Source: an optimization exercise on an open RTL-to-GDS flow (aim: small area and a short achievable clock period). Production flows keep margins and buffers that such runs may drop. Function was checked by simulation only, so behaviour that the tests miss may differ from the original. Power figures rest on the tool's default switching activity, not on a simulated workload.

==> flow/design.v (outline; a module is shown in full before it is edited, if it fits) <==
// module user_logic: 1030 lines
// module fa: 4 lines
module user_logic
(
  Bus2IP_Clk,
  Bus2IP_Reset,
  Bus2IP_Data,
  Bus2IP_BE,
  Bus2IP_RdCE,
  Bus2IP_WrCE,
  IP2Bus_Data,
  IP2Bus_RdAck,
  IP2Bus_WrAck,
  IP2Bus_Error
);
  // ...
==> flow/run.sh <==
#!/bin/bash
# synth_recipe.tcl (not shown) runs the flow's synth.tcl, then flattens the netlist and writes it again
# the make line also repeats each setting of config.mk as NAME=value (left out here)
make -C /OpenROAD-flow-scripts/flow DESIGN_CONFIG=/design/flow/config.mk WORK_HOME=/design/flow/orfs CLKGATE_MAP_FILE= SYNTH_SCRIPT=/design/flow/synth_recipe.tcl finish
==> flow/config.mk <==
export PLATFORM = sky130hd
export DESIGN_NAME = user_logic
export DESIGN_NICKNAME = user_logic
export VERILOG_FILES = /design/flow/design.v
export SDC_FILE = /design/flow/constraint.sdc
export NUM_CORES = 4
export LEC_CHECK = 0
export ABC_AREA = 1
export CAP_MARGIN = 20
export CORE_MARGIN = 2
export CORE_UTILIZATION = 65
export SETUP_SLACK_MARGIN = 4
export SLEW_MARGIN = 20
export SYNTH_HIERARCHICAL = 1
export SYNTH_MINIMUM_KEEP_SIZE = 0
export TNS_END_PERCENT = 5
==> flow/constraint.sdc <==
create_clock -name core_clock -period 8.5 [get_ports {Bus2IP_Clk}]
set_input_delay 1.7000 -clock core_clock [delete_from_list [all_inputs] [get_ports {Bus2IP_Clk}]]
set_output_delay 1.7000 -clock core_clock [all_outputs]
set_load 0.01 [all_outputs]
==> results.json, run 1 <==
{
  "n_antenna_cell": 0,
  "postSynth.asyncResetShare_pct": 0,
  "via_per_inst": 7.090,
  "grt_usage_pct": 43.09,
  "synth_fp_nets": 1930,
  "wl_met2_um": 23810,
  "netlist_area_um2": 15000,
  "drt_iter0_drc": 2400,
  "holdWs_ps": 446.4,
  "endpoint_kind": "flip-flop",
  "yosys.area.top_type_share_pct": 30.97,
  "crit_path_cell_trace": "clkinvlp_2, o22ai_1, xor2_1, fa_1, fa_1, fa_1, fa_1, fa_1, fa_1",
  "reg2reg_depth": 9,
  "cp-endpoint": "ty[31]$_DFF_P_",
  "clock_latency_ps": 450,
  "synth_top_family_by_area": "adder cells",
  "synth_warnings": 7,
  "status": "no timing/DRC/antenna violations",
  "seqCellArea_um2": 2959,
  "worstSetupStartpoint": "slv_reg0[18]$_SDFFE_PP0P_",
  "multi_input_gates": 1217,
  "final_cells": 2015,
  "total_power_mw": 2.668,
  "post_dp_cell_area_um2": 15820,
  "vdd_ir_drop_max_mv": 0.1230,
  "cp-start-kind": "flip-flop",
  "cts_hold_buf": 0
}
==> run 2: changes to the inputs <==
--- a/flow/design.v
+++ b/flow/design.v
@@ -574,340 +574,460 @@
   fa us191 (.a(s181), .b(s183), .c(s185), .s(s191), .co(c192));
   wire s193, c194;
   fa us193 (.a(s187), .b(c170), .c(c172), .s(s193), .co(c194));
   wire s195, c196;
   fa us195 (.a(s189), .b(s191), .c(c174), .s(s195), .co(c196));
   wire s197, c198;
   fa us197 (.a(c176), .b(s193), .c(s195), .s(s197), .co(c198));
   wire s199, c200;
-  fa us199 (.a(c178), .b(s197), .c(c180), .s(s199), .co(c200));
+  fa us199 (.a(pp0_22), .b(pp1_20), .c(pp2_18), .s(s199), .co(c200));
   wire s201, c202;
-  fa us201 (.a(pp0_22), .b(pp1_20), .c(pp2_18), .s(s201), .co(c202));
+  fa us201 (.a(pp3_16), .b(pp4_14), .c(pp5_12), .s(s201), .co(c202));
   wire s203, c204;
-  fa us203 (.a(pp3_16), .b(pp4_14), .c(pp5_12), .s(s203), .co(c204));
+  fa us203 (.a(pp6_10), .b(pp7_8), .c(pp8_6), .s(s203), .co(c204));
   wire s205, c206;
-  fa us205 (.a(pp6_10), .b(pp7_8), .c(pp8_6), .s(s205), .co(c206));
+  fa us205 (.a(pp9_4), .b(pp10_2), .c(pp11_0), .s(s205), .co(c206));
   wire s207, c208;
-  fa us207 (.a(pp9_4), .b(pp10_2), .c(pp11_0), .s(s207), .co(c208));
+  fa us207 (.a(c182), .b(c184), .c(c186), .s(s207), .co(c208));
   wire s209, c210;
-  fa us209 (.a(c182), .b(c184), .c(c186), .s(s209), .co(c210));
+  fa us209 (.a(c188), .b(s199), .c(s201), .s(s209), .co(c210));
   wire s211, c212;
-  fa us211 (.a(c188), .b(s201), .c(s203), .s(s211), .co(c212));
+  fa us211 (.a(s203), .b(s205), .c(c190), .s(s211), .co(c212));
   wire s213, c214;
-  fa us213 (.a(s205), .b(s207), .c(c190), .s(s213), .co(c214));
+  fa us213 (.a(c192), .b(s207), .c(s209), .s(s213), .co(c214));
   wire s215, c216;
-  fa us215 (.a(c192), .b(s209), .c(s211), .s(s215), .co(c216));
+  fa us215 (.a(c194), .b(s211), .c(s213), .s(s215), .co(c216));
   wire s217, c218;
-  fa us217 (.a(c194), .b(s213), .c(s215), .s(s217), .co(c218));
+  fa us217 (.a(pp0_23), .b(pp1_21), .c(pp2_19), .s(s217), .co(c218));
   wire s219, c220;
-  fa us219 (.a(c196), .b(s217), .c(c198), .s(s219), .co(c220));
+  fa us219 (.a(pp3_17), .b(pp4_15), .c(pp5_13), .s(s219), .co(c220));
   wire s221, c222;
-  fa us221 (.a(pp0_23), .b(pp1_21), .c(pp2_19), .s(s221), .co(c222));
+  fa us221 (.a(pp6_11), .b(pp7_9), .c(pp8_7), .s(s221), .co(c222));
   wire s223, c224;
-  fa us223 (.a(pp3_17), .b(pp4_15), .c(pp5_13), .s(s223), .co(c224));
+  fa us223 (.a(pp9_5), .b(pp10_3), .c(nc11), .s(s223), .co(c224));
   wire s225, c226;
-  fa us225 (.a(pp6_11), .b(pp7_9), .c(pp8_7), .s(s225), .co(c226));
+  fa us225 (.a(pp11_1), .b(c200), .c(c202), .s(s225), .co(c226));
   wire s227, c228;
-  fa us227 (.a(pp9_5), .b(pp10_3), .c(nc11), .s(s227), .co(c228));
+  fa us227 (.a(c204), .b(c206), .c(s217), .s(s227), .co(c228));
   wire s229, c230;
-  fa us229 (.a(pp11_1), .b(c202), .c(c204), .s(s229), .co(c230));
+  fa us229 (.a(s219), .b(s221), .c(s223), .s(s229), .co(c230));
   wire s231, c232;
-  fa us231 (.a(c206), .b(c208), .c(s221), .s(s231), .co(c232));
+  fa us231 (.a(c208), .b(c210), .c(s225), .s(s231), .co(c232));
   wire s233, c234;
-  fa us233 (.a(s223), .b(s225), .c(s227), .s(s233), .co(c234));
+  fa us233 (.a(s227), .b(s229), .c(c212), .s(s233), .co(c234));
   wire s235, c236;
-  fa us235 (.a(c210), .b(c212), .c(s229), .s(s235), .co(c236));
+  fa us235 (.a(c214), .b(s231), .c(s233), .s(s235), .co(c236));
   wire s237, c238;
-  fa us237 (.a(s231), .b(s233), .c(c214), .s(s237), .co(c238));
+  fa us237 (.a(pp0_24), .b(pp1_22), .c(pp2_20), .s(s237), .co(c238));
   wire s239, c240;
-  fa us239 (.a(c216), .b(s235), .c(s237), .s(s239), .co(c240));
+  fa us239 (.a(pp3_18), .b(pp4_16), .c(pp5_14), .s(s239), .co(c240));
   wire s241, c242;
-  fa us241 (.a(c218), .b(s239), .c(c220), .s(s241), .co(c242));
+  fa us241 (.a(pp6_12), .b(pp7_10), .c(pp8_8), .s(s241), .co(c242));
   wire s243, c244;
-  fa us243 (.a(pp0_24), .b(pp1_22), .c(pp2_20), .s(s243), .co(c244));
+  fa us243 (.a(pp9_6), .b(pp10_4), .c(pp11_2), .s(s243), .co(c244));
   wire s245, c246;
-  fa us245 (.a(pp3_18), .b(pp4_16), .c(pp5_14), .s(s245), .co(c246));
+  fa us245 (.a(pp12_0), .b(c218), .c(c220), .s(s245), .co(c246));
   wire s247, c248;
-  fa us247 (.a(pp6_12), .b(pp7_10), .c(pp8_8), .s(s247), .co(c248));
+  fa us247 (.a(c222), .b(c224), .c(s237), .s(s247), .co(c248));
   wire s249, c250;
-  fa us249 (.a(pp9_6), .b(pp10_4), .c(pp11_2), .s(s249), .co(c250));
+  fa us249 (.a(s239), .b(s241), .c(s243), .s(s249), .co(c250));
   wire s251, c252;
-  fa us251 (.a(pp12_0), .b(c222), .c(c224), .s(s251), .co(c252));
+  fa us251 (.a(c226), .b(c228), .c(c230), .s(s251), .co(c252));
   wire s253, c254;
-  fa us253 (.a(c226), .b(c228), .c(s243), .s(s253), .co(c254));
+  fa us253 (.a(s245), .b(s247), .c(s249), .s(s253), .co(c254));
   wire s255, c256;
-  fa us255 (.a(s245), .b(s247), .c(s249), .s(s255), .co(c256));
+  fa us255 (.a(c232), .b(s251), .c(s253), .s(s255), .co(c256));
   wire s257, c258;
-  fa us257 (.a(c230), .b(c232), .c(c234), .s(s257), .co(c258));
+  fa us257 (.a(pp0_25), .b(pp1_23), .c(pp2_21), .s(s257), .co(c258));
   wire s259, c260;
-  fa us259 (.a(s251), .b(s253), .c(s255), .s(s259), .co(c260));
+  fa us259 (.a(pp3_19), .b(pp4_17), .c(pp5_15), .s(s259), .co(c260));
   wire s261, c262;
-  fa us261 (.a(c236), .b(s257), .c(s259), .s(s261), .co(c262));
+  fa us261 (.a(pp6_13), .b(pp7_11), .c(pp8_9), .s(s261), .co(c262));
   wire s263, c264;
-  fa us263 (.a(c238), .b(s261), .c(c240), .s(s263), .co(c264));
+  fa us263 (.a(pp9_7), .b(pp10_5), .c(pp11_3), .s(s263), .co(c264));
   wire s265, c266;
-  fa us265 (.a(pp0_25), .b(pp1_23), .c(pp2_21), .s(s265), .co(c266));
+  fa us265 (.a(nc12), .b(pp12_1), .c(c238), .s(s265), .co(c266));
   wire s267, c268;
-  fa us267 (.a(pp3_19), .b(pp4_17), .c(pp5_15), .s(s267), .co(c268));
+  fa us267 (.a(c240), .b(c242), .c(c244), .s(s267), .co(c268));
   wire s269, c270;
-  fa us269 (.a(pp6_13), .b(pp7_11), .c(pp8_9), .s(s269), .co(c270));
+  fa us269 (.a(s257), .b(s259), .c(s261), .s(s269), .co(c270));
   wire s271, c272;
-  fa us271 (.a(pp9_7), .b(pp10_5), .c(pp11_3), .s(s271), .co(c272));
+  fa us271 (.a(s263), .b(c246), .c(c248), .s(s271), .co(c272));
   wire s273, c274;
-  fa us273 (.a(nc12), .b(pp12_1), .c(c244), .s(s273), .co(c274));
+  fa us273 (.a(c250), .b(s265), .c(s267), .s(s273), .co(c274));
   wire s275, c276;
-  fa us275 (.a(c246), .b(c248), .c(c250), .s(s275), .co(c276));
+  fa us275 (.a(s269), .b(c252), .c(c254), .s(s275), .co(c276));
   wire s277, c278;
-  fa us277 (.a(s265), .b(s267), .c(s269), .s(s277), .co(c278));
+  fa us277 (.a(s271), .b(s273), .c(c256), .s(s277), .co(c278));
   wire s279, c280;
-  fa us279 (.a(s271), .b(c252), .c(c254), .s(s279), .co(c280));
+  fa us279 (.a(pp0_26), .b(pp1_24), .c(pp2_22), .s(s279), .co(c280));
   wire s281, c282;
-  fa us281 (.a(c256), .b(s273), .c(s275), .s(s281), .co(c282));
+  fa us281 (.a(pp3_20), .b(pp4_18), .c(pp5_16), .s(s281), .co(c282));
   wire s283, c284;
-  fa us283 (.a(s277), .b(c258), .c(c260), .s(s283), .co(c284));
+  fa us283 (.a(pp6_14), .b(pp7_12), .c(pp8_10), .s(s283), .co(c284));
   wire s285, c286;
-  fa us285 (.a(s279), .b(s281), .c(c262), .s(s285), .co(c286));
+  fa us285 (.a(pp9_8), .b(pp10_6), .c(pp11_4), .s(s285), .co(c286));
   wire s287, c288;
-  fa us287 (.a(s283), .b(s285), .c(c264), .s(s287), .co(c288));
+  fa us287 (.a(pp12_2), .b(pp13_0), .c(c258), .s(s287), .co(c288));
   wire s289, c290;
-  fa us289 (.a(pp0_26), .b(pp1_24), .c(pp2_22), .s(s289), .co(c290));
+  fa us289 (.a(c260), .b(c262), .c(c264), .s(s289), .co(c290));
   wire s291, c292;
-  fa us291 (.a(pp3_20), .b(pp4_18), .c(pp5_16), .s(s291), .co(c292));
+  fa us291 (.a(s279), .b(s281), .c(s283), .s(s291), .co(c292));
   wire s293, c294;
-  fa us293 (.a(pp6_14), .b(pp7_12), .c(pp8_10), .s(s293), .co(c294));
+  fa us293 (.a(s285), .b(c266), .c(c268), .s(s293), .co(c294));
   wire s295, c296;
-  fa us295 (.a(pp9_8), .b(pp10_6), .c(pp11_4), .s(s295), .co(c296));
+  fa us295 (.a(c270), .b(s287), .c(s289), .s(s295), .co(c296));
   wire s297, c298;
-  fa us297 (.a(pp12_2), .b(pp13_0), .c(c266), .s(s297), .co(c298));
+  fa us297 (.a(s291), .b(c272), .c(c274), .s(s297), .co(c298));
   wire s299, c300;
-  fa us299 (.a(c268), .b(c270), .c(c272), .s(s299), .co(c300));
+  fa us299 (.a(s293), .b(s295), .c(c276), .s(s299), .co(c300));
   wire s301, c302;
-  fa us301 (.a(s289), .b(s291), .c(s293), .s(s301), .co(c302));
+  fa us301 (.a(pp0_27), .b(pp1_25), .c(pp2_23), .s(s301), .co(c302));
   wire s303, c304;
-  fa us303 (.a(s295), .b(c274), .c(c276), .s(s303), .co(c304));
+  fa us303 (.a(pp3_21), .b(pp4_19), .c(pp5_17), .s(s303), .co(c304));
   wire s305, c306;
-  fa us305 (.a(c278), .b(s297), .c(s299), .s(s305), .co(c306));
+  fa us305 (.a(pp6_15), .b(pp7_13), .c(pp8_11), .s(s305), .co(c306));
   wire s307, c308;
-  fa us307 (.a(s301), .b(c280), .c(c282), .s(s307), .co(c308));
+  fa us307 (.a(pp9_9), .b(pp10_7), .c(pp11_5), .s(s307), .co(c308));
   wire s309, c310;
-  fa us309 (.a(s303), .b(s305), .c(c284), .s(s309), .co(c310));
+  fa us309 (.a(pp12_3), .b(nc13), .c(pp13_1), .s(s309), .co(c310));
   wire s311, c312;
-  fa us311 (.a(s307), .b(c286), .c(s309), .s(s311), .co(c312));
+  fa us311 (.a(c280), .b(c282), .c(c284), .s(s311), .co(c312));
   wire s313, c314;
-  fa us313 (.a(pp0_27), .b(pp1_25), .c(pp2_23), .s(s313), .co(c314));
+  fa us313 (.a(c286), .b(s301), .c(s303), .s(s313), .co(c314));
   wire s315, c316;
-  fa us315 (.a(pp3_21), .b(pp4_19), .c(pp5_17), .s(s315), .co(c316));
+  fa us315 (.a(s305), .b(s307), .c(s309), .s(s315), .co(c316));
   wire s317, c318;
-  fa us317 (.a(pp6_15), .b(pp7_13), .c(pp8_11), .s(s317), .co(c318));
+  fa us317 (.a(c288), .b(c290), .c(c292), .s(s317), .co(c318));
   wire s319, c320;
-  fa us319 (.a(pp9_9), .b(pp10_7), .c(pp11_5), .s(s319), .co(c320));
+  fa us319 (.a(s311), .b(s313), .c(s315), .s(s319), .co(c320));
   wire s321, c322;
-  fa us321 (.a(pp12_3), .b(nc13), .c(pp13_1), .s(s321), .co(c322));
+  fa us321 (.a(c294), .b(c296), .c(s317), .s(s321), .co(c322));
   wire s323, c324;
-  fa us323 (.a(c290), .b(c292), .c(c294), .s(s323), .co(c324));
+  fa us323 (.a(s319), .b(c298), .c(s321), .s(s323), .co(c324));
   wire s325, c326;
-  fa us325 (.a(c296), .b(s313), .c(s315), .s(s325), .co(c326));
+  fa us325 (.a(pp0_28), .b(pp1_26), .c(pp2_24), .s(s325), .co(c326));
   wire s327, c328;
-  fa us327 (.a(s317), .b(s319), .c(s321), .s(s327), .co(c328));
+  fa us327 (.a(pp3_22), .b(pp4_20), .c(pp5_18), .s(s327), .co(c328));
   wire s329, c330;
-  fa us329 (.a(c298), .b(c300), .c(c302), .s(s329), .co(c330));
+  fa us329 (.a(pp6_16), .b(pp7_14), .c(pp8_12), .s(s329), .co(c330));
   wire s331, c332;
-  fa us331 (.a(s323), .b(s325), .c(s327), .s(s331), .co(c332));
+  fa us331 (.a(pp9_10), .b(pp10_8), .c(pp11_6), .s(s331), .co(c332));
   wire s333, c334;
-  fa us333 (.a(c304), .b(c306), .c(s329), .s(s333), .co(c334));
+  fa us333 (.a(pp12_4), .b(pp13_2), .c(pp14_0), .s(s333), .co(c334));
   wire s335, c336;
-  fa us335 (.a(s331), .b(c308), .c(s333), .s(s335), .co(c336));
+  fa us335 (.a(c302), .b(c304), .c(c306), .s(s335), .co(c336));
   wire s337, c338;
-  fa us337 (.a(c310), .b(s335), .c(c312), .s(s337), .co(c338));
+  fa us337 (.a(c308), .b(c310), .c(s325), .s(s337), .co(c338));
   wire s339, c340;
-  fa us339 (.a(pp0_28), .b(pp1_26), .c(pp2_24), .s(s339), .co(c340));
+  fa us339 (.a(s327), .b(s329), .c(s331), .s(s339), .co(c340));
   wire s341, c342;
-  fa us341 (.a(pp3_22), .b(pp4_20), .c(pp5_18), .s(s341), .co(c342));
+  fa us341 (.a(s333), .b(c312), .c(c314), .s(s341), .co(c342));
   wire s343, c344;
-  fa us343 (.a(pp6_16), .b(pp7_14), .c(pp8_12), .s(s343), .co(c344));
+  fa us343 (.a(c316), .b(s335), .c(s337), .s(s343), .co(c344));
   wire s345, c346;
-  fa us345 (.a(pp9_10), .b(pp10_8), .c(pp11_6), .s(s345), .co(c346));
+  fa us345 (.a(s339), .b(c318), .c(c320), .s(s345), .co(c346));
   wire s347, c348;
-  fa us347 (.a(pp12_4), .b(pp13_2), .c(pp14_0), .s(s347), .co(c348));
+  fa us347 (.a(s341), .b(s343), .c(c322), .s(s347), .co(c348));
   wire s349, c350;
-  fa us349 (.a(c314), .b(c316), .c(c318), .s(s349), .co(c350));
+  fa us349 (.a(pp0_29), .b(pp1_27), .c(pp2_25), .s(s349), .co(c350));
   wire s351, c352;
-  fa us351 (.a(c320), .b(c322), .c(s339), .s(s351), .co(c352));
+  fa us351 (.a(pp3_23), .b(pp4_21), .c(pp5_19), .s(s351), .co(c352));
   wire s353, c354;
-  fa us353 (.a(s341), .b(s343), .c(s345), .s(s353), .co(c354));
+  fa us353 (.a(pp6_17), .b(pp7_15), .c(pp8_13), .s(s353), .co(c354));
   wire s355, c356;
-  fa us355 (.a(s347), .b(c324), .c(c326), .s(s355), .co(c356));
+  fa us355 (.a(pp9_11), .b(pp10_9), .c(pp11_7), .s(s355), .co(c356));
   wire s357, c358;
-  fa us357 (.a(c328), .b(s349), .c(s351), .s(s357), .co(c358));
+  fa us357 (.a(pp12_5), .b(pp13_3), .c(nc14), .s(s357), .co(c358));
   wire s359, c360;
-  fa us359 (.a(s353), .b(c330), .c(c332), .s(s359), .co(c360));
+  fa us359 (.a(pp14_1), .b(c326), .c(c328), .s(s359), .co(c360));
   wire s361, c362;
-  fa us361 (.a(s355), .b(s357), .c(c334), .s(s361), .co(c362));
+  fa us361 (.a(c330), .b(c332), .c(c334), .s(s361), .co(c362));
   wire s363, c364;
-  fa us363 (.a(s359), .b(c336), .c(s361), .s(s363), .co(c364));
+  fa us363 (.a(s349), .b(s351), .c(s353), .s(s363), .co(c364));
   wire s365, c366;
-  fa us365 (.a(pp0_29), .b(pp1_27), .c(pp2_25), .s(s365), .co(c366));
+  fa us365 (.a(s355), .b(s357), .c(c336), .s(s365), .co(c366));
   wire s367, c368;
-  fa us367 (.a(pp3_23), .b(pp4_21), .c(pp5_19), .s(s367), .co(c368));
+  fa us367 (.a(c338), .b(c340), .c(s359), .s(s367), .co(c368));
   wire s369, c370;
-  fa us369 (.a(pp6_17), .b(pp7_15), .c(pp8_13), .s(s369), .co(c370));
+  fa us369 (.a(s361), .b(s363), .c(c342), .s(s369), .co(c370));
   wire s371, c372;
-  fa us371 (.a(pp9_11), .b(pp10_9), .c(pp11_7), .s(s371), .co(c372));
+  fa us371 (.a(s365), .b(c344), .c(s367), .s(s371), .co(c372));
   wire s373, c374;
-  fa us373 (.a(pp12_5), .b(pp13_3), .c(nc14), .s(s373), .co(c374));
+  fa us373 (.a(c346), .b(s369), .c(s371), .s(s373), .co(c374));
   wire s375, c376;
-  fa us375 (.a(pp14_1), .b(c340), .c(c342), .s(s375), .co(c376));
+  fa us375 (.a(pp0_30), .b(pp1_28), .c(pp2_26), .s(s375), .co(c376));
   wire s377, c378;
-  fa us377 (.a(c344), .b(c346), .c(c348), .s(s377), .co(c378));
+  fa us377 (.a(pp3_24), .b(pp4_22), .c(pp5_20), .s(s377), .co(c378));
   wire s379, c380;
-  fa us379 (.a(s365), .b(s367), .c(s369), .s(s379), .co(c380));
+  fa us379 (.a(pp6_18), .b(pp7_16), .c(pp8_14), .s(s379), .co(c380));
   wire s381, c382;
-  fa us381 (.a(s371), .b(s373), .c(c350), .s(s381), .co(c382));
+  fa us381 (.a(pp9_12), .b(pp10_10), .c(pp11_8), .s(s381), .co(c382));
   wire s383, c384;
-  fa us383 (.a(c352), .b(c354), .c(s375), .s(s383), .co(c384));
+  fa us383 (.a(pp12_6), .b(pp13_4), .c(pp14_2), .s(s383), .co(c384));
   wire s385, c386;
-  fa us385 (.a(s377), .b(s379), .c(c356), .s(s385), .co(c386));
+  fa us385 (.a(pp15_0), .b(c350), .c(c352), .s(s385), .co(c386));
   wire s387, c388;
-  fa us387 (.a(s381), .b(c358), .c(s383), .s(s387), .co(c388));
+  fa us387 (.a(c354), .b(c356), .c(c358), .s(s387), .co(c388));
   wire s389, c390;
-  fa us389 (.a(c360), .b(s385), .c(s387), .s(s389), .co(c390));
+  fa us389 (.a(s375), .b(s377), .c(s379), .s(s389), .co(c390));
   wire s391, c392;
-  fa us391 (.a(c362), .b(s389), .c(c364), .s(s391), .co(c392));
+  fa us391 (.a(s381), .b(s383), .c(c360), .s(s391), .co(c392));
   wire s393, c394;
-  fa us393 (.a(pp0_30), .b(pp1_28), .c(pp2_26), .s(s393), .co(c394));
+  fa us393 (.a(c362), .b(c364), .c(s385), .s(s393), .co(c394));
   wire s395, c396;
-  fa us395 (.a(pp3_24), .b(pp4_22), .c(pp5_20), .s(s395), .co(c396));
+  fa us395 (.a(s387), .b(s389), .c(c366), .s(s395), .co(c396));
   wire s397, c398;
-  fa us397 (.a(pp6_18), .b(pp7_16), .c(pp8_14), .s(s397), .co(c398));
+  fa us397 (.a(c368), .b(s391), .c(s393), .s(s397), .co(c398));
   wire s399, c400;
-  fa us399 (.a(pp9_12), .b(pp10_10), .c(pp11_8), .s(s399), .co(c400));
-  wire s401, c402;
-  fa us401 (.a(pp12_6), .b(pp13_4), .c(pp14_2), .s(s401), .co(c402));
-  wire s403, c404;
-  fa us403 (.a(pp15_0), .b(c366), .c(c368), .s(s403), .co(c404));
-  wire s405, c406;
-  fa us405 (.a(c370), .b(c372), .c(c374), .s(s405), .co(c406));
-  wire s407, c408;
-  fa us407 (.a(s393), .b(s395), .c(s397), .s(s407), .co(c408));
-  wire s409, c410;
-  fa us409 (.a(s399), .b(s401), .c(c376), .s(s409), .co(c410));
-  wire s411, c412;
-  fa us411 (.a(c378), .b(c380), .c(s403), .s(s411), .co(c412));
-  wire s413, c414;
-  fa us413 (.a(s405), .b(s407), .c(c382), .s(s413), .co(c414));
-  wire s415, c416;
-  fa us415 (.a(c384), .b(s409), .c(s411), .s(s415), .co(c416));
-  wire s417, c418;
-  fa us417 (.a(c386), .b(s413), .c(c388), .s(s417), .co(c418));
-  wire s419, c420;
-  fa us419 (.a(s415), .b(c390), .c(s417), .s(s419), .co(c420));
-  wire s421;
-  fa us421 (.a(pp0_31), .b(pp1_29), .c(pp2_27), .s(s421), .co());
-  wire s422;
-  fa us422 (.a(pp3_25), .b(pp4_23), .c(pp5_21), .s(s422), .co());
-  wire s423;
-  fa us423 (.a(pp6_19), .b(pp7_17), .c(pp8_15), .s(s423), .co());
-  wire s424;
-  fa us424 (.a(pp9_13), .b(pp10_11), .c(pp11_9), .s(s424), .co());
-  wire s425;
-  fa us425 (.a(pp12_7), .b(pp13_5), .c(pp14_3), .s(s425), .co());
-  wire s426;
-  fa us426 (.a(pp15_1), .b(c394), .c(c396), .s(s426), .co());
-  wire s427;
-  fa us427 (.a(c398), .b(c400), .c(c402), .s(s427), .co());
-  wire s428;
-  fa us428 (.a(s421), .b(s422), .c(s423), .s(s428), .co());
-  wire s429;
-  fa us429 (.a(s424), .b(s425), .c(c404), .s(s429), .co());
-  wire s430;
-  fa us430 (.a(c406), .b(c408), .c(s426), .s(s430), .co());
-  wire s431;
-  fa us431 (.a(s427), .b(s428), .c(c410), .s(s431), .co());
-  wire s432;
-  fa us432 (.a(c412), .b(s429), .c(s430), .s(s432), .co());
-  wire s433;
-  fa us433 (.a(c414), .b(s431), .c(c416), .s(s433), .co());
-  wire s434;
-  fa us434 (.a(s432), .b(c418), .c(s433), .s(s434), .co());
-  wire x31a = c420;
-  wire x31b = s434;
-  wire x435 = c420 ^ s434;
-  wire x31 = x435;
-  wire [31:0] rx = {x31a, c392, s391, c338, s337, c288, s287, c242, s241, c200, s199, c162, s161, c128, s127, c98, s97, c72, s71, c50, s49, c32, s31, c18, s17, c8, s7, c2, s1, pp0_2, nc0, pp0_0};
-  wire [31:0] ry = {x31b, s419, 1'b0, s363, 1'b0, s311, 1'b0, s263, 1'b0, s219, 1'b0, s179, 1'b0, s143, 1'b0, s111, 1'b0, s83, 1'b0, s59, 1'b0, s39, 1'b0, s23, 1'b0, s11, 1'b0, s3, 1'b0, pp1_0, pp0_1, 1'b0};
-  reg  [31:0] tx, ty;
+  fa us399 (.a(c370), .b(s395), .c(c372), .s(s399), .co(c400));
+  wire s401;
+  fa us401 (.a(pp0_31), .b(pp1_29), .c(pp2_27), .s(s401), .co());
+  wire s402;
+  fa us402 (.a(pp3_25), .b(pp4_23), .c(pp5_21), .s(s402), .co());
+  wire s403;
+  fa us403 (.a(pp6_19), .b(pp7_17), .c(pp8_15), .s(s403), .co());
+  wire s404;
+  fa us404 (.a(pp9_13), .b(pp10_11), .c(pp11_9), .s(s404), .co());
+  wire s405;
+  fa us405 (.a(pp12_7), .b(pp13_5), .c(pp14_3), .s(s405), .co());
+  wire s406;
+  fa us406 (.a(pp15_1), .b(c376), .c(c378), .s(s406), .co());
+  wire s407;
+  fa us407 (.a(c380), .b(c382), .c(c384), .s(s407), .co());
+  wire s408;
+  fa us408 (.a(s401), .b(s402), .c(s403), .s(s408), .co());
+  wire s409;
+  fa us409 (.a(s404), .b(s405), .c(c386), .s(s409), .co());
+  wire s410;
+  fa us410 (.a(c388), .b(c390), .c(s406), .s(s410), .co());
+  wire s411;
+  fa us411 (.a(s407), .b(s408), .c(c392), .s(s411), .co());
+  wire s412;
+  fa us412 (.a(c394), .b(s409), .c(s410), .s(s412), .co());
+  wire s413;
+  fa us413 (.a(c396), .b(s411), .c(c398), .s(s413), .co());
+  wire x31a = s412;
+  wire x31b = c400;
+  wire x436 = s412 ^ c400;
+  wire x437 = s413 ^ x436;
+  wire x31 = x437;
+  wire [31:0] rx = {x31a, s397, c348, s345, c300, s297, s275, c234, c216, c196, c178, c162, s161, c128, s127, c98, s97, c72, s71, c50, s49, c32, s31, c18, s17, c8, s7, c2, s1, pp0_2, nc0, pp0_0};
+  wire [31:0] ry = {x31b, c374, s373, c324, s323, c278, s277, c236, s235, c198, c180, s179, 1'b0, s143, 1'b0, s111, 1'b0, s83, 1'b0, s59, 1'b0, s39, 1'b0, s23, 1'b0, s11, 1'b0, s3, 1'b0, pp1_0, pp0_1, 1'b0};
+  reg t0_0;
+  reg t1_0;
+  reg t1_1;
+  reg t2_0;
+  reg t2_1;
+  reg t3_0;
+  reg t4_0;
+  reg t4_1;
+  reg t5_0;
+  reg t6_0;
+  reg t6_1;
+  reg t7_0;
+  reg t8_0;
+  reg t8_1;
+  reg t9_0;
+  reg t10_0;
+  reg t10_1;
+  reg t11_0;
+  reg t12_0;
+  reg t12_1;
+  reg t13_0;
+  reg t14_0;
+  reg t14_1;
+  reg t15_0;
+  reg t16_0;
+  reg t16_1;
+  reg t17_0;
+  reg t18_0;
+  reg t18_1;
+  reg t19_0;
+  reg t20_0;
+  reg t20_1;
+  reg t21_0;
+  reg t21_1;
+  reg t21_2;
+  reg t22_0;
+  reg t22_1;
+  reg t22_2;
+  reg t23_0;
+  reg t23_1;
+  reg t24_0;
+  reg t24_1;
+  reg t24_2;
+  reg t25_0;
+  reg t25_1;
+  reg t26_0;
+  reg t26_1;
+  reg t26_2;
+  reg t27_0;
+  reg t27_1;
+  reg t28_0;
+  reg t28_1;
+  reg t28_2;
+  reg t29_0;
+  reg t29_1;
+  reg t30_0;
+  reg t30_1;
+  reg t30_2;
+  reg t31_0;
+  reg t31_1;
+  reg t31_2;
   always @(posedge Bus2IP_Clk) begin
-    tx <= rx;
-    ty <= ry;
+    t0_0 <= pp0_0;
+    t1_0 <= nc0;
+    t1_1 <= pp0_1;
+    t2_0 <= pp0_2;
+    t2_1 <= pp1_0;
+    t3_0 <= s1;
+    t4_0 <= c2;
+    t4_1 <= s3;
+    t5_0 <= s7;
+    t6_0 <= c8;
+    t6_1 <= s11;
+    t7_0 <= s17;
+    t8_0 <= c18;
+    t8_1 <= s23;
+    t9_0 <= s31;
+    t10_0 <= c32;
+    t10_1 <= s39;
+    t11_0 <= s49;
+    t12_0 <= c50;
+    t12_1 <= s59;
+    t13_0 <= s71;
+    t14_0 <= c72;
+    t14_1 <= s83;
+    t15_0 <= s97;
+    t16_0 <= c98;
+    t16_1 <= s111;
+    t17_0 <= s127;
+    t18_0 <= c128;
+    t18_1 <= s143;
+    t19_0 <= s161;
+    t20_0 <= c162;
+    t20_1 <= s179;
+    t21_0 <= c178;
+    t21_1 <= c180;
+    t21_2 <= s197;
+    t22_0 <= c196;
+    t22_1 <= c198;
+    t22_2 <= s215;
+    t23_0 <= c216;
+    t23_1 <= s235;
+    t24_0 <= c234;
+    t24_1 <= c236;
+    t24_2 <= s255;
+    t25_0 <= s275;
+    t25_1 <= s277;
+    t26_0 <= s297;
+    t26_1 <= c278;
+    t26_2 <= s299;
+    t27_0 <= c300;
+    t27_1 <= s323;
+    t28_0 <= s345;
+    t28_1 <= c324;
+    t28_2 <= s347;
+    t29_0 <= c348;
+    t29_1 <= s373;
+    t30_0 <= s397;
+    t30_1 <= c374;
+    t30_2 <= s399;
+    t31_0 <= s412;
+    t31_1 <= c400;
+    t31_2 <= s413;
   end
-  wire adg0_0 = tx[0] & ty[0];
-  wire adp0 = tx[0] ^ ty[0];
-  wire adg1_1 = tx[1] & ty[1];
-  wire adp1 = tx[1] ^ ty[1];
-  wire adg2_2 = tx[2] & ty[2];
-  wire adp2 = tx[2] ^ ty[2];
-  wire adg3_3 = tx[3] & ty[3];
-  wire adp3 = tx[3] ^ ty[3];
-  wire adg4_4 = tx[4] & ty[4];
-  wire adp4 = tx[4] ^ ty[4];
-  wire adg5_5 = tx[5] & ty[5];
-  wire adp5 = tx[5] ^ ty[5];
-  wire adg6_6 = tx[6] & ty[6];
-  wire adp6 = tx[6] ^ ty[6];
-  wire adg7_7 = tx[7] & ty[7];
-  wire adp7 = tx[7] ^ ty[7];
-  wire adg8_8 = tx[8] & ty[8];
-  wire adp8 = tx[8] ^ ty[8];
-  wire adg9_9 = tx[9] & ty[9];
-  wire adp9 = tx[9] ^ ty[9];
-  wire adg10_10 = tx[10] & ty[10];
-  wire adp10 = tx[10] ^ ty[10];
-  wire adg11_11 = tx[11] & ty[11];
-  wire adp11 = tx[11] ^ ty[11];
-  wire adg12_12 = tx[12] & ty[12];
-  wire adp12 = tx[12] ^ ty[12];
-  wire adg13_13 = tx[13] & ty[13];
-  wire adp13 = tx[13] ^ ty[13];
-  wire adg14_14 = tx[14] & ty[14];
-  wire adp14 = tx[14] ^ ty[14];
-  wire adg15_15 = tx[15] & ty[15];
-  wire adp15 = tx[15] ^ ty[15];
-  wire adg16_16 = tx[16] & ty[16];
-  wire adp16 = tx[16] ^ ty[16];
-  wire adg17_17 = tx[17] & ty[17];
-  wire adp17 = tx[17] ^ ty[17];
-  wire adg18_18 = tx[18] & ty[18];
-  wire adp18 = tx[18] ^ ty[18];
-  wire adg19_19 = tx[19] & ty[19];
-  wire adp19 = tx[19] ^ ty[19];
-  wire adg20_20 = tx[20] & ty[20];
-  wire adp20 = tx[20] ^ ty[20];
-  wire adg21_21 = tx[21] & ty[21];
-  wire adp21 = tx[21] ^ ty[21];
-  wire adg22_22 = tx[22] & ty[22];
-  wire adp22 = tx[22] ^ ty[22];
-  wire adg23_23 = tx[23] & ty[23];
-  wire adp23 = tx[23] ^ ty[23];
-  wire adg24_24 = tx[24] & ty[24];
-  wire adp24 = tx[24] ^ ty[24];
-  wire adg25_25 = tx[25] & ty[25];
-  wire adp25 = tx[25] ^ ty[25];
-  wire adg26_26 = tx[26] & ty[26];
-  wire adp26 = tx[26] ^ ty[26];
-  wire adg27_27 = tx[27] & ty[27];
-  wire adp27 = tx[27] ^ ty[27];
-  wire adg28_28 = tx[28] & ty[28];
-  wire adp28 = tx[28] ^ ty[28];
-  wire adg29_29 = tx[29] & ty[29];
-  wire adp29 = tx[29] ^ ty[29];
-  wire adg30_30 = tx[30] & ty[30];
-  wire adp30 = tx[30] ^ ty[30];
-  wire adg31_31 = tx[31] & ty[31];
-  wire adp31 = tx[31] ^ ty[31];
+  wire s414, c415;
+  fa us414 (.a(t21_0), .b(t21_1), .c(t21_2), .s(s414), .co(c415));
+  wire s416, c417;
+  fa us416 (.a(t22_0), .b(t22_1), .c(t22_2), .s(s416), .co(c417));
+  wire s418, c419;
+  fa us418 (.a(t23_0), .b(t23_1), .c(c417), .s(s418), .co(c419));
+  wire s420, c421;
+  fa us420 (.a(t24_0), .b(t24_1), .c(t24_2), .s(s420), .co(c421));
+  wire s422, c423;
+  fa us422 (.a(t25_0), .b(t25_1), .c(c421), .s(s422), .co(c423));
+  wire s424, c425;
+  fa us424 (.a(t26_0), .b(t26_1), .c(t26_2), .s(s424), .co(c425));
+  wire s426, c427;
+  fa us426 (.a(t27_0), .b(t27_1), .c(c425), .s(s426), .co(c427));
+  wire s428, c429;
+  fa us428 (.a(t28_0), .b(t28_1), .c(t28_2), .s(s428), .co(c429));
+  wire s430, c431;
+  fa us430 (.a(t29_0), .b(t29_1), .c(c429), .s(s430), .co(c431));
+  wire s432, c433;
+  fa us432 (.a(t30_0), .b(t30_1), .c(t30_2), .s(s432), .co(c433));
+  wire s434, c435;
+  fa us434 (.a(t31_0), .b(t31_1), .c(t31_2), .s(s434), .co(c435));
+  wire adg0_0 = t0_0 & 1'b0;
+  wire adp0 = t0_0 ^ 1'b0;
+  wire adg1_1 = t1_0 & t1_1;
+  wire adp1 = t1_0 ^ t1_1;
+  wire adg2_2 = t2_0 & t2_1;
+  wire adp2 = t2_0 ^ t2_1;
+  wire adg3_3 = t3_0 & 1'b0;
+  wire adp3 = t3_0 ^ 1'b0;
+  wire adg4_4 = t4_0 & t4_1;
+  wire adp4 = t4_0 ^ t4_1;
+  wire adg5_5 = t5_0 & 1'b0;
+  wire adp5 = t5_0 ^ 1'b0;
+  wire adg6_6 = t6_0 & t6_1;
+  wire adp6 = t6_0 ^ t6_1;
+  wire adg7_7 = t7_0 & 1'b0;
+  wire adp7 = t7_0 ^ 1'b0;
+  wire adg8_8 = t8_0 & t8_1;
+  wire adp8 = t8_0 ^ t8_1;
+  wire adg9_9 = t9_0 & 1'b0;
+  wire adp9 = t9_0 ^ 1'b0;
+  wire adg10_10 = t10_0 & t10_1;
+  wire adp10 = t10_0 ^ t10_1;
+  wire adg11_11 = t11_0 & 1'b0;
+  wire adp11 = t11_0 ^ 1'b0;
+  wire adg12_12 = t12_0 & t12_1;
+  wire adp12 = t12_0 ^ t12_1;
+  wire adg13_13 = t13_0 & 1'b0;
+  wire adp13 = t13_0 ^ 1'b0;
+  wire adg14_14 = t14_0 & t14_1;
+  wire adp14 = t14_0 ^ t14_1;
+  wire adg15_15 = t15_0 & 1'b0;
+  wire adp15 = t15_0 ^ 1'b0;
+  wire adg16_16 = t16_0 & t16_1;
+  wire adp16 = t16_0 ^ t16_1;
+  wire adg17_17 = t17_0 & 1'b0;
+  wire adp17 = t17_0 ^ 1'b0;
+  wire adg18_18 = t18_0 & t18_1;
+  wire adp18 = t18_0 ^ t18_1;
+  wire adg19_19 = t19_0 & 1'b0;
+  wire adp19 = t19_0 ^ 1'b0;
+  wire adg20_20 = t20_0 & t20_1;
+  wire adp20 = t20_0 ^ t20_1;
+  wire adg21_21 = s414 & 1'b0;
+  wire adp21 = s414 ^ 1'b0;
+  wire adg22_22 = c415 & s416;
+  wire adp22 = c415 ^ s416;
+  wire adg23_23 = s418 & 1'b0;
+  wire adp23 = s418 ^ 1'b0;
+  wire adg24_24 = c419 & s420;
+  wire adp24 = c419 ^ s420;
+  wire adg25_25 = s422 & 1'b0;
+  wire adp25 = s422 ^ 1'b0;
+  wire adg26_26 = c423 & s424;
+  wire adp26 = c423 ^ s424;
+  wire adg27_27 = s426 & 1'b0;
+  wire adp27 = s426 ^ 1'b0;
+  wire adg28_28 = c427 & s428;
+  wire adp28 = c427 ^ s428;
+  wire adg29_29 = s430 & 1'b0;
+  wire adp29 = s430 ^ 1'b0;
+  wire adg30_30 = c431 & s432;
+  wire adp30 = c431 ^ s432;
+  wire adg31_31 = c433 & s434;
+  wire adp31 = c433 ^ s434;
   wire adg1_0 = adg1_1 | (adp1 & adg0_0);
   wire adP1_0 = adp1 & adp0;
   wire adg2_0 = adg2_2 | (adp2 & adg1_0);
   wire adP2_0 = adp2 & adP1_0;
   wire adg3_0 = adg3_3 | (adp3 & adg2_0);
   wire adP3_0 = adp3 & adP2_0;
   wire adg5_4 = adg5_5 | (adp5 & adg4_4);
   wire adP5_4 = adp5 & adp4;
==> flow/config.mk (replaced) <==
export PLATFORM = sky130hd
export DESIGN_NAME = user_logic
export DESIGN_NICKNAME = user_logic
export VERILOG_FILES = /design/flow/design.v
export SDC_FILE = /design/flow/constraint.sdc
export NUM_CORES = 4
export LEC_CHECK = 0
export ABC_AREA = 1
export CAP_MARGIN = 0
export CORE_MARGIN = 2
export CORE_UTILIZATION = 40
export SETUP_SLACK_MARGIN = 4
export SLEW_MARGIN = 0
export SYNTH_HIERARCHICAL = 1
export SYNTH_MINIMUM_KEEP_SIZE = 0
export TNS_END_PERCENT = 5
==> run 2 against run 1 <==
Compared with the run above: largest cell class unchanged; still clean; register-to-register slack improved by 260 ps; clock power fell by 6.0%; worst setup slack improved by 220 ps; synthesized area rose by 1.6%.
==> results.json, run 2 <==
{
  "overflow": 0,
  "final.setup.tns_ps": 0,
  "highest_layer": "met4",
  "timing.final.hold_violations": 0,
  "hold_start": "t0_0$_DFF_P_",
  "grt_antenna_before_repair": 3,
  "max_slew_margin_pct": 37.95,
  "cts_tree": "done",
  "synthTopCellsByCount": "xor2_1, o22ai_1, fa_1, dfxtp_1, nand2_1",
  "grt_max_degree": 66,
  "rsz0062_at_grt": "yes",
  "layout_min_cycle_time_ps": 4532,
  "ctsLongestPathBuffers": 2,
  "die_w_um": 199.2,
  "grt_pass1_wl_um": 78090,
  "synth-main-ff-cell": "dfxtp_1",
  "via_per_inst": 5.905,
  "drt-met1-wl_um": 20470,
  "postSynth.asyncResetShare_pct": 0,
  "worst_ep_arrival_time_ps": 2830,
  "top_level_ports": 79,
  "top_regs": "slv_reg0 (32), slv_reg1 (32), slv_reg2 (32)",
  "ys_types": 34,
  "htreeDepth": 4,
  "hold_class": "flip-flop to flip-flop",
  "seq_area_frac_synth_pct": 20.76,
  "final_common_cell": "xor2_1",
  "gp_routability_congestion": 0.8729,
  "syn_inst": 1650,
  "required_ps": 6800,
  "port_buffers": 77,
  "clockRootBuffer": "clkbuf_16",
  "layout_common_cells": "xor2_1, o22ai_1, fa_1",
  "power_density_nw_per_um2": 154.9,
  "detail_route.wl_per_cell_um": 23.50,
  "core-area_um2": 37580,
  "die-area_um2": 39670,
  "cp-start-kind": "input port",
  "postSynthAreaPerCell_um2": 9.234,
  "total_power_mw": 2.664,
  "yosysTopAreaCell": "fa_1",
  "wl_met3_um": 5085,
  "drtPass1Iterations": 8,
  "fp.dieH_um": 199.2,
  "synth_warnings": 7,
  "clock_latency_ps": 460,
  "synth_edf_count": 0,
  "fmax_mhz": 220.6,
  "r2r-start": "slv_reg1[20]$_SDFFE_PP0P_",
  "status": "no timing/DRC/antenna violations",
  "holdWs_ps": 423.4,
  "final_nets": 1930,
  "area_growth_pct": 12.89,
  "wl_um": 50840,
  "drt_iter0_drc": 1190,
  "grt_usage_pct": 26.41,
  "post-route-drc-count": 0,
  "worstMarginPinSlew_ps": 929.7,
  "endpoint_kind": "output port",
  "setup_viol": 0,
  "synthTopCellsByArea": "fa_1, dfxtp_1, xor2_1",
  "cp_max_fo": 8,
  "numCtsBuffers": 17,
  "power_leakage_nw": 8.525,
  "vias": 12772,
  "synth_seq_cells": 158,
  "cts_hold_buf": 0,
  "grt_pass1_vias": 12942,
  "finalCritPeriodShare_pct": 53.32,
  "maxCapViolCount": 0,
  "path_clk_slew_ps": 70,
  "place_hpwl_um": 33680,
  "wl_met2_um": 23110,
  "path_class": "input port to output port",
  "drive_above_1_share_pct": 9.752,
  "start_util_pct": 40.55,
  "worst_clock_skew_ps": 14.87,
  "synth_fp_nets": 1942,
  "maxSlewViolCount": 0,
  "row_count": 71,
  "vdd_ir_drop_max_mv": 0.1125,
  "yosys.cell_count.top_type": "xor2_1",
  "cts.sinks": 158,
  "netlist_area_um2": 15240,
  "yosys.area.top_type_share_pct": 30.48,
  "drtAntennaViolNets": 0,
  "worstSetupStartpoint": "Bus2IP_RdCE[1]"
}
-- run 2: cell types whose count changed after synthesis, sizes merged --
cell	change
clkbuf	-1
dfxtp	+12
buf	+1
-- run 2: cells by family after synthesis --
logic type	count (synthesis)	synth area share, %
compound gates	390	16.93
xor+xnor	263	15.12
fa+ha+maj	248	31.80
buf+inv	275	6.915
flops	158	20.76
other cells	1	0.02461
simple gates	315	8.450
-- run 2: what timing repair did --
item / 4_1_cts / 5_1_grt
buffers inserted: 6 / 1
setup endpoints to repair: 68 / 31
gates cloned: 4 / 0
gates resized for setup: 191 / 18
pin swaps: 4 / 0
-- run 2: final cells by class --
cell class                 instances  area, um2
inverter                         124      470.5
timing repair buffer             120       1140
clock buffer                      21      440.4
clock inverter                    11      127.6
fill                            3632      20380
antenna                            1      2.502
multi-input combinational       1217      11200
tap                              511      639.4
sequential                       158       3177
-- run 2: path summary, 6_finish.rpt --
kind | depth (start not counted) | slack (ps) | end
setup / recovery | 8 | 3970 | IP2Bus_Data[15]
hold / removal | 2 | 420 | slv_reg2[31]$_SDFF_PP0_
setup reg to reg | 13 | 4010 | t19_0$_DFF_P_
hold reg to reg | 2 | 420 | slv_reg2[31]$_SDFF_PP0_
-- run 2: Yosys stat by module (local to each module, per instance) --
module | area, um2 | copies in the design
fa | 20.02 | 224
user_logic | 10750 | 1
-- run 2: power breakdown --
part / internal [mW] / switching, mW / leakage (nW)
logic: 0.360 / 0.573 / 6.96
clock network: 0.414 / 0.367 / 0.269
registers: 0.868 / 0.0824 / 1.30
-- run 2: stage by stage --
| step | utilization [%] | cell area [um2] | std cells | setup slack, ps |
|---|---|---|---|---|
| final | 45.77 | 17200 | 2163 | 3968 |
| after floorplan | - | 15240 | 1650 | 4341 |
| after global routing | 45.77 | 17200 | 2162 | 3901 |
| after detailed placement | 43.38 | 16300 | 2119 | 3034 |
| after global placement | 43.38 | 16300 | 2119 | 3037 |
| after CTS | 45.60 | 17130 | 2161 | 3932 |
-- run 2: worst max-delay path, stage by stage --
cell and delay (ps):
buf_2 100, inv_2 50, nor3_4 190, inv_2 90
buf_6 130, buf_12 150, o221ai_4 220, buf_2 190
-- run 2: per-layer routing --
layer | vias to the layer above | GRT usage (%)
met5 | - | 0
met4 | 0 | 11.94
met3 | 139 | 6.582
met2 | 796 | 41.68
met1 | 6307 | 34.23
li1 | 5530 | -
==> run 3: changes to the inputs <==
--- a/flow/config.mk
+++ b/flow/config.mk
@@ -6,11 +6,11 @@
 export NUM_CORES = 4
 export LEC_CHECK = 0
 export ABC_AREA = 1
-export CAP_MARGIN = 0
+export CAP_MARGIN = 20
 export CORE_MARGIN = 2
 export CORE_UTILIZATION = 40
 export SETUP_SLACK_MARGIN = 4
-export SLEW_MARGIN = 0
+export SLEW_MARGIN = 20
 export SYNTH_HIERARCHICAL = 1
 export SYNTH_MINIMUM_KEEP_SIZE = 0
 export TNS_END_PERCENT = 5
==> run 3 against run 2 <==
Compared with the run above: final area is the same; global-route usage stayed put; utilization unchanged; flip-flop and latch count unchanged; critical endpoint unchanged; total power stayed put; largest cell class unchanged; synthesized cell count unchanged; first-iteration DRC count stayed put.
==> results.json, run 3 <==
{
  "vias": 12772,
  "cp_max_fo": 8,
  "port_buffers": 77,
  "top_level_ports": 79,
  "layout_min_cycle_time_ps": 4532,
  "path_clk_slew_ps": 70,
  "worst_clock_skew_ps": 14.87,
  "place_hpwl_um": 33680,
  "overflow": 0,
  "layout_common_cells": "xor2_1, o22ai_1, fa_1",
  "yosys.area.top_type_share_pct": 30.48,
  "die_w_um": 199.2,
  "endpoint_kind": "output port",
  "die-area_um2": 39670,
  "postSynthAreaPerCell_um2": 9.234,
  "drive_above_1_share_pct": 9.752,
  "synthTopCellsByArea": "fa_1, dfxtp_1, xor2_1",
  "top_regs": "slv_reg0 (32), slv_reg1 (32), slv_reg2 (32)",
  "ctsLongestPathBuffers": 2,
  "synth_seq_cells": 158,
  "worst_ep_arrival_time_ps": 2830,
  "fp.dieH_um": 199.2,
  "synth-main-ff-cell": "dfxtp_1",
  "status": "no timing/DRC/antenna violations",
  "required_ps": 6800,
  "postSynth.asyncResetShare_pct": 0,
  "worstMarginPinSlew_ps": 929.7,
  "setup_viol": 0,
  "hold_class": "flip-flop to flip-flop",
  "synth_fp_nets": 1942,
  "via_per_inst": 5.905,
  "clockRootBuffer": "clkbuf_16",
  "power_density_nw_per_um2": 154.9,
  "vdd_ir_drop_max_mv": 0.1125,
  "wl_um": 50840,
  "post-route-drc-count": 0,
  "ys_types": 34,
  "timing.final.hold_violations": 0,
  "cts_tree": "done",
  "syn_inst": 1650,
  "max_slew_margin_pct": 37.95,
  "synthTopCellsByCount": "xor2_1, o22ai_1, fa_1, dfxtp_1, nand2_1",
  "numCtsBuffers": 17,
  "seq_area_frac_synth_pct": 20.76,
  "power_leakage_nw": 8.525,
  "drtAntennaViolNets": 0,
  "cts.sinks": 158,
  "finalCritPeriodShare_pct": 53.32,
  "htreeDepth": 4,
  "grt_pass1_vias": 12942,
  "clock_latency_ps": 460,
  "detail_route.wl_per_cell_um": 23.50,
  "maxSlewViolCount": 0,
  "grt_pass1_wl_um": 78090,
  "yosys.cell_count.top_type": "xor2_1",
  "cp-start-kind": "input port",
  "gp_routability_congestion": 0.8729,
  "grt_antenna_before_repair": 3,
  "netlist_area_um2": 15240,
  "start_util_pct": 40.55,
  "cts_hold_buf": 0,
  "final_common_cell": "xor2_1",
  "row_count": 71,
  "final_cells": 2163,
  "path_class": "input port to output port",
  "grt_usage_pct": 26.41,
  "dpl.cell_count": 2119,
  "r2r_slack_ps": 4010,
  "synth_edf_count": 0,
  "total_power_mw": 2.664,
  "holdWs_ps": 423.4,
  "core-area_um2": 37580,
  "grt_max_degree": 66,
  "drt_iter0_drc": 1190,
  "area_growth_pct": 12.89,
  "synth_warnings": 7,
  "drtPass1Iterations": 8,
  "fmax_mhz": 220.6,
  "final.setup.tns_ps": 0,
  "rsz0062_at_grt": "yes",
  "final_nets": 1930,
  "maxCapViolCount": 0,
  "yosysTopAreaCell": "fa_1"
}
## run 3: cell counts after synthesis
Identical to the previous run, type by type.
## run 3: repair_timing
item | 4_1_cts | 5_1_grt
cloned | 4 | 0
setup buffers | 6 | 1
endpoints found under the setup margin | 68 | 31
gates resized for setup | 191 | 18
pin swaps | 4 | 0
## run 3: layer usage
| layer | vias up | global-route usage, % | share of wire (%) |
|---|---|---|---|
| met3 | 139 | 6.582 | 10 |
| met2 | 796 | 41.68 | 45 |
| met4 | 0 | 11.94 | 4.3 |
| met1 | 6307 | 34.23 | 40 |
| met5 | - | 0 | 0 |
| li1 | 5530 | - | - |
## run 3: cells by family (layout without fill, tap and decap cells)
kind of cell	after synthesis	after routing	synth area share, %
AOI/OAI and AO/OA	390	390	16.93
and+or+nand+nor	315	315	8.450
DFF	158	158	20.76
other	1	2	0.02461
xor gates and xnor gates	263	263	15.12
adders and majority gates	248	248	31.80
buffers and inverters	275	276	6.915
## run 3: path summary, 6_finish.rpt
path | from | end | depth (start not counted)
worst max register to register | slv_reg1[20]$_SDFFE_PP0P_ | t19_0$_DFF_P_ | 13
worst max-delay path | Bus2IP_RdCE[1] | IP2Bus_Data[15] | 8
worst min-delay path | t0_0$_DFF_P_ | slv_reg2[31]$_SDFF_PP0_ | 2
worst min register to register | t0_0$_DFF_P_ | slv_reg2[31]$_SDFF_PP0_ | 2
## run 3: where the power goes
part | total, mW | switching (mW) | internal, mW
Combinational | 0.933 | 0.573 | 0.360
Clock | 0.781 | 0.367 | 0.414
Sequential | 0.950 | 0.0824 | 0.868
## run 3: per-module statistics from Yosys, one instance, submodules excluded
module,flip-flops and latches,cells,cell area [um2],copies in the design
fa,0,1,20.02,224
user_logic,158,1426,10750,1
## run 3: layout make-up
type,count,area (um2)
well taps,511,639.4
multi-input cells,1217,11200
clock buffers,21,440.4
inverters,124,470.5
fillers,3632,20380
clock inverters,11,127.6
flip-flops and latches,158,3177
diodes,1,2.502
repair buffers,120,1140
## run 3: stage by stage
step                      area (um2)  setup slack (ps)  utilization (%)
after floorplan                15240              4341                -
after global placement         16300              3037            43.38
after detailed placement       16300              3034            43.38
after CTS                      17130              3932            45.60
after global routing           17200              3901            45.77
final                          17200              3968            45.77
## run 3: worst max-delay path, stage by stage
cell and delay [ps]:
buf_2 100, inv_2 50, nor3_4 190, inv_2 90, buf_6 130, buf_12 150
o221ai_4 220, buf_2 190

static timing again, ports no longer ideal:
In the flow no input, the clock included, has a driving cell. The finished layouts below were timed again as built, in two steps.
Step 1, drivers: a clkbuf_16 drives Bus2IP_Clk and a buf_2 each remaining input, both assumed.
Step 2, shift: input delay + t, output delay - t, t = (earliest + latest rising clock arrival at the registers) / 2. This alone moves slack from input paths to output paths.
a / b / c = no drivers / after step 1 / after step 2; a / b = the first two.
run	t, ns	setup WS [ns]	worst setup path after step 2	clock arrival spread, ns	worst register clock-pin slew, ns
run 1	0.492	3.748 / 3.748 / 3.748	register to register	0.015 / 0.015	0.08 / 0.08
run 2	0.502	3.968 / 3.947 / 3.947	input to output	0.015 / 0.015	0.08 / 0.08
run 3	0.502	3.968 / 3.947 / 3.947	input to output	0.015 / 0.015	0.08 / 0.08
After both steps every run listed still meets setup and hold.
